From an optimization exercise on the open Yosys and OpenROAD flow, aimed at small area; shortcuts taken in it are not production practice. In this exercise RTL edits were held to simulation tests only and were not proved equivalent to the original. Power is estimated from default activity; no workload was simulated.

Setup of fjord:
## procesador_singlecycle
module procesador_singlecycle (CLK,RESET_N,idata,ddata_r,iaddr,daddr,ddata_w,d_rw);
input CLK, RESET_N;
input  [31:0] idata;
input  [31:0] ddata_r;
output [31:0] iaddr, daddr;
output [31:0] ddata_w;
output d_rw;
wire RegWrite, MemtoReg, UseRs2, Branch, SType, sub, eq;
wire [31:0] ImmIS, rs1v, rs2v, alu;
wire [31:1] ImmB;
control control (.Instruction(idata[6:0]), .RegWrite(RegWrite), .MemWrite(d_rw),
                 .MemtoReg(MemtoReg), .UseRs2(UseRs2), .Branch(Branch), .SType(SType));
ALUcontrol ALUCONTROL (.Instruction(idata), .sub(sub));
generador_inmediato gen_Imm (.instruction(idata), .SType(SType), .ImmIS(ImmIS), .ImmB(ImmB));
Register Register (.CLK(CLK), .RESET_N(RESET_N), .RegWrite(RegWrite),
                   .RegRead_1(idata[19:15]), .RegRead_2(idata[24:20]), .w_reg(idata[11:7]),
                   .w_data(MemtoReg ? ddata_r : alu), .r_data1(rs1v), .r_data2(rs2v));
ALU ALU (.A(rs1v), .B(UseRs2 ? rs2v : ImmIS), .sub(sub), .f3(idata[14:12]),
         .ALU_result(alu), .eq(eq));
reg  [31:1] PC;
wire taken = Branch & (eq ^ idata[12]);      
wire [31:0] px = {PC, 1'b0};
wire [31:0] py = {taken ? ImmB : 31'd2, 1'b0};
wire [31:0] pc_c;
pc_carry pc_add (.g(px & py), .p(px ^ py), .cin(1'b0), .c(pc_c));
wire [31:0] npc = px ^ py ^ pc_c;
always @(posedge CLK or negedge RESET_N)
  if (!RESET_N) PC <= 31'b0;
  else PC <= npc[31:1];
  ...
clock: 13.0 ns
lec_check: 0
cap_margin: 20
core_margin: 2
core_utilization: 60
place_density: 0.7
slew_margin: 20
standard.sh (not shown) runs the stock make flow with config.mk's settings and CLKGATE_MAP_FILE= SYNTH_SCRIPT=/design/flow/synth_recipe.tcl, a recipe that flattens the netlist after the stock synthesis.
==> flow/flow/run.sh <==
#!/bin/bash
# Own layout flow: the standard flow (standard.sh, unchanged synthesis, floorplan,
# power grid, placement, routing), with two changes:
#  - port buffers are sky130_fd_sc_hd__buf_1 instead of the default delay buffer;
#  - the clock tree uses small clock buffers and no dummy loads.
set -euo pipefail
bash standard.sh \
  "BUFFER_PORTS_ARGS=-buffer_cell sky130_fd_sc_hd__buf_1" \
  "CTS_ARGS=-sink_clustering_enable -repair_clock_nets -dont_use_dummy_load -buf_list {sky130_fd_sc_hd__clkbuf_4 sky130_fd_sc_hd__clkbuf_8}" \
  finish > make_finish.log 2>&1
Inputs modified between fjord and pepper:
- clearing PLACE_DENSITY, which used to be 0.7
- swapping 60 for 40 in CORE_UTILIZATION
Notes after the runs:
Between fjord and pepper, the clock-buffer cell count is lower for fjord. Compared to fjord, pepper has global-route usage 18 points lower. Critical path depth delta for pepper relative to fjord: 2 higher. Worst setup slack after layout in pepper is 0.012 ns lower than in fjord. Compared with fjord, pepper shows a higher clock slew at the register clock pins of the worst setup and hold paths. After detailed routing, fjord needs less wire than pepper. Total internal power across fjord and pepper: no real change.

* * *

== the reference run ==
procesador_singlecycle, a different RTL version from the one above (not shown whole).
Size in the first run: ~1100 flip-flops, roughly 160 I/O pins, about 46000 µm² of cells after synthesis.
clock: 13.0 ns
lec_check: 0
cap_margin: 20
core_margin: 2
core_utilization: 40
slew_margin: 20
==> flow/flow/run.sh <==
#!/bin/bash
# Own layout flow: the standard flow (standard.sh, unchanged synthesis, floorplan,
# power grid, placement, routing), with these changes:
#  - port buffers are sky130_fd_sc_hd__buf_1 instead of the default delay buffer;
#  - after global routing, gates off the critical paths are downsized (RECOVER_POWER).
set -euo pipefail
bash standard.sh \
  "RECOVER_POWER=100" \
  "BUFFER_PORTS_ARGS=-buffer_cell sky130_fd_sc_hd__buf_1" \
  "CTS_ARGS=-sink_clustering_enable -repair_clock_nets -dont_use_dummy_load -sink_clustering_size 24 -sink_clustering_max_diameter 70 -root_buf sky130_fd_sc_hd__clkbuf_8 -buf_list {sky130_fd_sc_hd__clkbuf_8 sky130_fd_sc_hd__clkbuf_16}" \
  finish > make_finish.log 2>&1
Status the reference run: flow complete, layout not clean - capacitance limit, slew limit
The following lists how the trial run was set up differently from the reference run:
==> flow/flow/run.sh <==
#!/bin/bash
# Own layout flow: the standard flow (standard.sh, unchanged synthesis, floorplan,
# power grid, placement, routing), with these changes:
#  - port buffers are sky130_fd_sc_hd__buf_1 instead of the default delay buffer;
set -euo pipefail
bash standard.sh \
  "BUFFER_PORTS_ARGS=-buffer_cell sky130_fd_sc_hd__buf_1" \
  "CTS_ARGS=-sink_clustering_enable -repair_clock_nets -dont_use_dummy_load -sink_clustering_size 24 -sink_clustering_max_diameter 70 -root_buf sky130_fd_sc_hd__clkbuf_8 -buf_list {sky130_fd_sc_hd__clkbuf_8 sky130_fd_sc_hd__clkbuf_16}" \
  finish > make_finish.log 2>&1
### Flow results
The reference run ran in full, but the layout does not pass; the checks complain about capacitance limit, slew limit. The trial run: flow completed, timing, DRC and antenna clean. The reference run → the trial run: final non-filler cell total neither gained nor lost much, synthesized flop and latch total did not really move, final instance area up 0.54%. The reference run → the trial run: first-iteration DRC count went up by 173; routed wire length was more or less identical; layout cell share with drive strength beyond 1 went up by 2.3 points; slew at the pin closest to its max-slew limit went down by 3820 ps; total design power went up by 0.32%. The reference run -> the trial run: number of cells on the worst reg-to-reg path delta 0, exact match.

-- afterwards: timing with drivers on the ports --
Ports are ideal in the flow. The routed layouts listed here were re-timed in OpenROAD. Step 1: set_driving_cell puts a clkbuf_16 on CLK and a buf_2 on each other input, an assumption about the parent block. Step 2, shift: input delay + t, output delay - t, t = (earliest + latest rising clock arrival at the registers) / 2. This alone moves slack from input paths to output paths. Three values: ideal ports, drivers, drivers and shift; two values: the first two.
run | shift t [ns] | setup slack, ns | hold WS [ns] | slew at the worst register clock pin (ns) | worst slew at a driven data input, ns
fjord | 0.904 | 0.539 / 0.511 / 0.511 | 0.489 / 0.489 / 0.489 | 0.07 / 0.07 | 0.07
pepper | 0.903 | 0.527 / 0.470 / 0.470 | 0.486 / 0.486 / 0.486 | 0.07 / 0.07 | 0.05
the reference run | 0.931 | 0.275 / 0.208 / 0.158 | 0.512 / 0.512 / 0.512 | 0.11 / 0.11 | 0.10
the trial run | 0.936 | 0.253 / 0.186 / 0.186 | 0.509 / 0.509 / 0.509 | 0.10 / 0.10 | 0.10
For the reference run, which loses most, drivers alone change the setup slack by -0.067 ns; drivers and shift together by -0.117 ns.
